This is an optimization exercise on Yosys and OpenROAD, whose aim is small area and a short achievable clock period, not a production implementation.
In this exercise RTL edits were held to simulation tests only and were not proved equivalent to the original.

==> flow/design.v, too long to show whole: its modules and the start of the top module <==
// module multihead_attention: 37 lines
// module mul32lo: 1353 lines
// module mul32lo_b: 896 lines
// module sum4: 340 lines
// module udiv32: 5385 lines
// module dprep: 404 lines
// module bpp_c: 5 lines
// module fa_c: 6 lines
// module ha_c: 6 lines
// module hai_c: 6 lines
module multihead_attention #(
    parameter HEADS = 1,
    parameter DIM = 4
)(
    input clk,
    input reset,
    input [HEADS*DIM*32-1:0] query,
    input [HEADS*DIM*32-1:0] key,
    input [HEADS*DIM*32-1:0] value,
    output reg [HEADS*DIM*32-1:0] attention_output
);
  // ...
==> flow/run.sh <==
#!/bin/bash
# synth_recipe.tcl (not shown) runs the flow's synth.tcl, then flattens the netlist and writes it again
# the make line also repeats each setting of config.mk as NAME=value (left out here)
make -C /OpenROAD-flow-scripts/flow DESIGN_CONFIG=/design/flow/config.mk WORK_HOME=/design/flow/orfs CLKGATE_MAP_FILE= SYNTH_SCRIPT=/design/flow/synth_recipe.tcl finish
==> flow/config.mk <==
export PLATFORM = sky130hd
export DESIGN_NAME = multihead_attention
export DESIGN_NICKNAME = multihead_attention
export VERILOG_FILES = /design/flow/design.v
export SDC_FILE = /design/flow/constraint.sdc
export NUM_CORES = 4
export LEC_CHECK = 0
export ABC_AREA = 1
export CAP_MARGIN = 20
export CORE_MARGIN = 2
export CORE_UTILIZATION = 40
export CTS_CLUSTER_DIAMETER = 60
export CTS_CLUSTER_SIZE = 10
export SLEW_MARGIN = 20
export SYNTH_HIERARCHICAL = 1
==> flow/constraint.sdc <==
create_clock -name core_clock -period 170.0 [get_ports {clk}]
set_input_delay 34.0000 -clock core_clock [delete_from_list [all_inputs] [get_ports {clk}]]
set_output_delay 34.0000 -clock core_clock [all_outputs]
set_load 0.01 [all_outputs]
==> metrics.yaml, run 1 <==
outcome:
  status: "finished clean"
cts:
  clockBufferDepth: 3
  numClockSinks: 128
yosys:
  yosys_warnings: 7
  syn_area_um2: 263000
  syn_inst: 40046
finish:
  finish.instance_area_um2: 280000
  seq-cell-share: 0.0115
  num-nonclk-buffers: 1079
  post-route-util: 0.428
  clock_cell_area_share: 0.00255
  seq_area_um2: 3200
global_route:
  first_global_vias: 258328
  grt_antenna_before_repair: 125
  grtUsageMet3: 0.0502
  grt_pass1_wl_um: 1570000
  grt_overflow: 0
  grtUsageMet1: 0.382
critical_path:
  endpoint: "attention_output[32]"
routing:
  viasPerCell: 5.42
  wl_per_cell_um: 21.2
timing:
  fmax_mhz: 11.7
  slew_violations: 0
  finalCritPeriodShare: 0.504
  grt_setup_unrepaired: "false"
place:
  port_buffers: 513
floorplan:
  num_rows: 297
  fp.dieArea_um2: 663000
==> inputs of run 2 (changes only) <==
--- a/flow/config.mk
+++ b/flow/config.mk
@@ -8,8 +8,9 @@
 export ABC_AREA = 1
 export CAP_MARGIN = 20
 export CORE_MARGIN = 2
-export CORE_UTILIZATION = 40
+export CORE_UTILIZATION = 55
 export CTS_CLUSTER_DIAMETER = 60
 export CTS_CLUSTER_SIZE = 10
+export PLACE_DENSITY = 0.7
 export SLEW_MARGIN = 20
 export SYNTH_HIERARCHICAL = 1
==> run 2 against run 1 <==
  * Still clean on timing, DRC and antenna
  * Critical path depth rose by 5
  * Synthesized area did not move
  * Via count rose by 0.77%
  * Hold slack improved by 0.15 ns
  * Die area fell by 27%
  * Critical endpoint is now attention_output[96]
==> metrics.yaml, run 2 <==
yosys:
  syn_area_um2: 263000  # unchanged
  synth_nets: 47592
  yosys_warnings: 7  # unchanged
  syn_inst: 40046  # unchanged
  avgSynthCellArea_um2: 6.56
routing:
  drc: 0
  postRouteAntennaNets: 0
  vias: 267908
  viasPerCell: 5.73  # +5.8%
  detail_route.first_pass.iterations: 8
  routed_wl_um: 987000
  first_iter_violations: 23561
  wl_per_cell_um: 21.1  # -0.55%
floorplan:
  initial_utilization: 0.553
  num_rows: 253  # -15%
  boundaryPins: 514
  fp.dieArea_um2: 483000  # -27%
  core_um2: 475000
  fp.dieW_um: 695
  die_height_um: 695
place:
  placed_area_um2: 275000
  gp_congestion: 1.00
  port_buffers: 513  # unchanged
  dp_hpwl_um: 769000
outcome:
  status: "finished clean"
global_route:
  grt_overflow: 0  # unchanged
  grt_antenna_before_repair: 84  # -33%
  grt_usage: 0.401
  first_global_vias: 257868  # -0.18%
  grt_pass1_wl_um: 1500000  # -4.2%
  grt_max_degree: 77
finish:
  fillers: 45930
  finish.instance_area_um2: 276000  # -1.2%
  multi_input_area_um2: 236000
  largest_reg_flops: 128
  final_common_cell: "nand2_1"
  largestRegisters: "attention_output (128)"
  largest-register: "attention_output"
  syn_to_final_growth_pct: 5.25
  seq_area_um2: 3200  # unchanged
  drive_gt1_frac: 0.0705
  final_cell_mix: "nand2_1 (14079), inv_1 (5027), ha_1 (4518)"
  fin_nets: 47855
cts:
  tritoncts: "done"
  numClockSinks: 128  # unchanged
  cts_resized: 0
  cts_inserted_buffers: 25
  cts_setup_buffers: 0
  clockBufferDepth: 3  # unchanged
  htreeDepth: 4
  clk_pin_slew_worst_paths_ns: 0.09
  ctsHoldBuffers: 0
  cts-root-buf: "clkbuf_16"
timing:
  fmax_mhz: 11.7  # +0.63%
  slew_violations: 0  # unchanged
  finalSetupTns_ns: 0
  grt_setup_unrepaired: "false"
  worst_pin_slew_ns: 1.26
  setup_viol: 0
  finalCritPeriodShare: 0.501  # -0.00315
  hold_violations: 0
  slew_headroom: 0.152
  min_period_ns: 85.12
critical_path:
  cp-start-kind: "input pin"
  crit_top_cell: "nand2_1"
  critPathKind: "input pin to flop"
  critPathMaxStageDelay_ns: 1.15
  critPathMaxFanout: 30
  worstPathArrival_ns: 85.62
  cp_slowest_cell: "clkdlybuf4s50_1"
  critPathCaptureType: "flop"
  critical_path_required_ns: 170.50
flow_run:
  maxCapViolCount: 0
worst_hold_path:
  hold_path_class: "input pin to asynchronous set/reset pin"
-- run 2: path summary, 6_finish.rpt --
check	from	end	slack, ns	depth (start not counted)
worst min-delay path	reset	attention_output[78]	33.92	2
max in group asynchronous	reset	attention_output[102]	134.05	4
worst max-delay path	query[110]	attention_output[96]	84.88	289
min in group core_clock	value[33]	attention_output[33]	35.42	16
-- run 2: per-stage QoR --
| step | hold WS, ns | setup slack [ns] | std cells | util |
|---|---|---|---|---|
| after floorplan | 34.35 | 98.48 | 40046 | - |
| after global placement | 34.57 | 85.39 | 46654 | 0.580 |
| after detailed placement | 34.61 | 85.31 | 46654 | 0.580 |
| after CTS | 33.93 | 85.79 | 46687 | 0.581 |
| after global routing | 33.98 | 81.38 | 46708 | 0.582 |
| final | 33.92 | 84.88 | 46737 | 0.582 |
-- run 2: layout make-up --
type	count	area share
diodes	47	0.000426
clock buffers	31	0.00256
clock inverters	2	0.0000498
inverters	5171	0.0708
multi-input cells	33939	0.853
flip-flops and latches	128	0.0116
well taps	6375	0.0289
repair buffers	1044	0.0328
-- run 2: worst max-delay path, delay by kind of cell --
| family | cells | cell delay [ns] |
|---|---|---|
| compound gates | 45 | 9.45 |
| fa+ha+maj | 32 | 13.92 |
| buf+inv | 18 | 4.69 |
| simple gates | 194 | 23.33 |
-- run 2: routing by layer --
metal | up-vias | GRT usage | share of wire
met1 | 125406 | 0.486 | 0.38
li1 | 127597 | - | -
met3 | 3018 | 0.0827 | 0.098
met2 | 11847 | 0.642 | 0.44
met4 | 40 | 0.274 | 0.080
met5 | - | 0 | 0.00026
==> inputs of run 3 (changes only) <==
==> flow/flow/run.sh (new file) <==
#!/bin/bash
set -uo pipefail
MARGIN=${MARGIN:-91}
bash standard.sh synth > synth.log 2>&1 || { tail -50 synth.log; exit 1; }
bash standard.sh SETUP_SLACK_MARGIN=$MARGIN SKIP_GATE_CLONING=1 SKIP_PIN_SWAP=1 finish > layout.log 2>&1 || { tail -50 layout.log; exit 1; }
tail -5 layout.log
==> flow/standard.sh (new file) <==
#!/bin/bash
# synth_recipe.tcl (not shown) runs the flow's synth.tcl, then flattens the netlist and writes it again
# the make line also repeats each setting of config.mk as NAME=value (left out here)
make -C /OpenROAD-flow-scripts/flow DESIGN_CONFIG=/design/flow/config.mk WORK_HOME=/design/flow/orfs CLKGATE_MAP_FILE= SYNTH_SCRIPT=/design/flow/synth_recipe.tcl "${@:-finish}"
removed: flow/run.sh
==> run 3 against run 2 <==
  * Wire length is 2.6% higher
  * Clock-buffer cell count stayed put
  * First-iteration DRC count is 1.6% higher
  * Maximum frequency is 11% higher
  * Non-clock buffer count is 839 higher
  * Core utilization is 2.8 points higher
  * Worst setup slack better by 8.3 ns
  * Design area is 4.8% higher
  * Critical path depth is 7 lower
  * Sequential share of layout area is 0.053 points lower
  * Critical path type unchanged
  * Critical endpoint unchanged
  * Largest cell class unchanged
==> metrics.yaml, run 3 <==
outcome:
  status: "finished clean"
finish:
  multi_input_area_um2: 241000  # +2.3%
  fillers: 44594  # -2.9%
  largest_reg_flops: 128  # unchanged
  final_common_cell: "nand2_1"
  largest-register: "attention_output"
  seq_area_um2: 3200  # unchanged
  final_cell_mix: "nand2_1 (13890), inv_1 (4978), ha_1 (4362)"
  syn_to_final_growth_pct: 10.3
  finish.instance_area_um2: 290000  # +4.8%
  drive_gt1_frac: 0.106  # +0.0359
  fin_nets: 48694  # +1.8%
  post-route-util: 0.610  # +0.0281
  largestRegisters: "attention_output (128)"
floorplan:
  fp.dieW_um: 695  # unchanged
  die_height_um: 695  # unchanged
  core_um2: 475000  # unchanged
  boundaryPins: 514  # unchanged
  num_rows: 253  # unchanged
  initial_utilization: 0.553  # unchanged
  fp.dieArea_um2: 483000  # unchanged
cts:
  htreeDepth: 4  # unchanged
  ctsHoldBuffers: 0  # unchanged
  tritoncts: "done"
  clockBufferDepth: 3  # unchanged
  numClockSinks: 128  # unchanged
  clk_pin_slew_worst_paths_ns: 0.09  # about the same
  cts_inserted_buffers: 25  # unchanged
  cts-root-buf: "clkbuf_16"
place:
  dp_hpwl_um: 769000  # unchanged
  gp_congestion: 1.00  # unchanged
  port_buffers: 513  # unchanged
  pre_cts_ws_ns: 85.31  # unchanged
  placed_area_um2: 275000  # unchanged
critical_path:
  critPathKind: "input pin to flop"
  worstPathArrival_ns: 77.35  # -8.27 ns
  critPathMaxStageDelay_ns: 0.63  # -0.52 ns
  critical_path_required_ns: 170.50  # about the same
  cp_slowest_cell: "fa_1"
  crit_top_cell: "nand2_1"
  cp-start-kind: "input pin"
  critPathMaxFanout: 16  # -47%
  critPathCaptureType: "flop"
timing:
  finalSetupTns_ns: 0  # unchanged
  finalCritPeriodShare: 0.452  # -0.0487
  fmax_mhz: 13.0  # +11%
  slew_violations: 0  # unchanged
  worst_pin_slew_ns: 1.20  # -0.0602 ns
  slew_headroom: 0.196  # +0.0435
  hold_violations: 0  # unchanged
  min_period_ns: 76.85  # -8.27 ns
  layout_setup_ws_ns: 93.15  # +8.27 ns
  setup_viol: 0  # unchanged
  grt_setup_unrepaired: "false"
routing:
  viasPerCell: 5.74  # +0.20%
  vias: 273268  # +2.0%
  first_iter_violations: 23941  # +1.6%
  postRouteAntennaNets: 0  # unchanged
  wl_per_cell_um: 21.3  # +0.82%
  drc: 0  # unchanged
  routed_wl_um: 1010000  # +2.6%
  detail_route.first_pass.iterations: 7  # -1
global_route:
  grt_usage: 0.403  # +0.00202
  grt_antenna_before_repair: 80  # -4.8%
  grt_max_degree: 77  # unchanged
  grt_overflow: 0  # unchanged
  grt_pass1_wl_um: 1510000  # +0.49%
  first_global_vias: 259186  # +0.51%
yosys:
  avgSynthCellArea_um2: 6.56  # unchanged
  syn_area_um2: 263000  # unchanged
  syn_inst: 40046  # unchanged
  yosys_warnings: 7  # unchanged
  synth_nets: 47592  # unchanged
flow_run:
  maxCapViolCount: 0  # unchanged
worst_hold_path:
  hold_path_class: "input pin to asynchronous set/reset pin"
[run 3: cell count changes in the layout (fill, tap and decap cells not counted), moves of 67 or more]
cell,delta
nand2_1,-189
buf_12,+67
a21oi_1,-74
ha_4,+147
buf_4,+639
ha_1,-156
nand2_4,+73
buf_6,+85
[run 3: layout make-up]
class,instances,area share
Antenna cell,49,0.000423
Inverter,5171,0.0686
Multi-Input combinational cell,33939,0.833
Clock inverter,2,0.0000475
Sequential cell,128,0.0111
Clock buffer,31,0.00244
Tap cell,6375,0.0275
Timing Repair Buffer,1883,0.0574
[run 3: critical path, delay by kind of cell]
kind | cells | cell delay, ns
AND/OR/NAND/NOR | 161 | 16.17
XOR/XNOR | 1 | 0.10
buffers and inverters | 31 | 5.04
adder cells (fa/ha/maj) | 33 | 12.46
AO/OA/AOI/OAI | 56 | 9.46
[run 3: routing by layer]
layer	global-route usage	wire length, um
met3	0.0844	103000
met2	0.642	442000
met4	0.280	86400
met1	0.488	381000
met5	0	252
[run 3: stage by stage]
stage	hold slack [ns]	cells
floorplan	34.35	40046
global placement	34.57	46654
detailed placement	34.61	46654
CTS	33.93	46841
global route	33.98	47547
finish	33.92	47578
[run 3: how the worst max path moves through the flow]
stage          slack [ns]       from  cells past startpoint                    to
3_3_place_gp        85.39  query[49]                    279  attention_output[32]
6_report            93.15    key[99]                    282  attention_output[96]
2_1_floorplan       98.48  query[13]                    295   attention_output[0]
4_1_cts             90.99    key[35]                    291  attention_output[32]
3_5_place_dp        85.31  query[49]                    279  attention_output[32]
5_1_grt             90.45     key[1]                    299   attention_output[0]
[run 3: repair_timing]
item | in CTS | in global routing
gates resized for setup | 321 | 1105
buffers inserted | 154 | 685
endpoints found under the hold margin | 0 | 0
endpoints found under the setup margin | 16 | 16

==> port drivers added, routing unchanged <==
The flow's constraints put no driver on any port. The routed layouts listed below were extracted and timed again, unchanged, in two steps.
Step 1, drivers: a clkbuf_16 drives clk and a buf_2 each remaining input, both assumed.
Step 2, shift: input delay + t, output delay - t, t = (earliest + latest rising clock arrival at the registers) / 2. This alone moves slack from input paths to output paths.
a / b / c = ideal / step 1 / step 2; a / b = the first two.
run	t (ns)	setup slack, ns	hold WS [ns]
run 1	0.753	84.346 / 84.437 / 83.684	33.767 / 33.676 / 34.429
run 2	0.732	84.882 / 84.957 / 84.225	33.917 / 33.842 / 34.574
run 3	0.740	93.154 / 93.234 / 92.494	33.915 / 33.835 / 34.575
After both steps setup and hold are still met in every run listed. The setup slack of run 1, which loses most, moves by +0.091 ns with the drivers and by -0.662 ns with both steps.
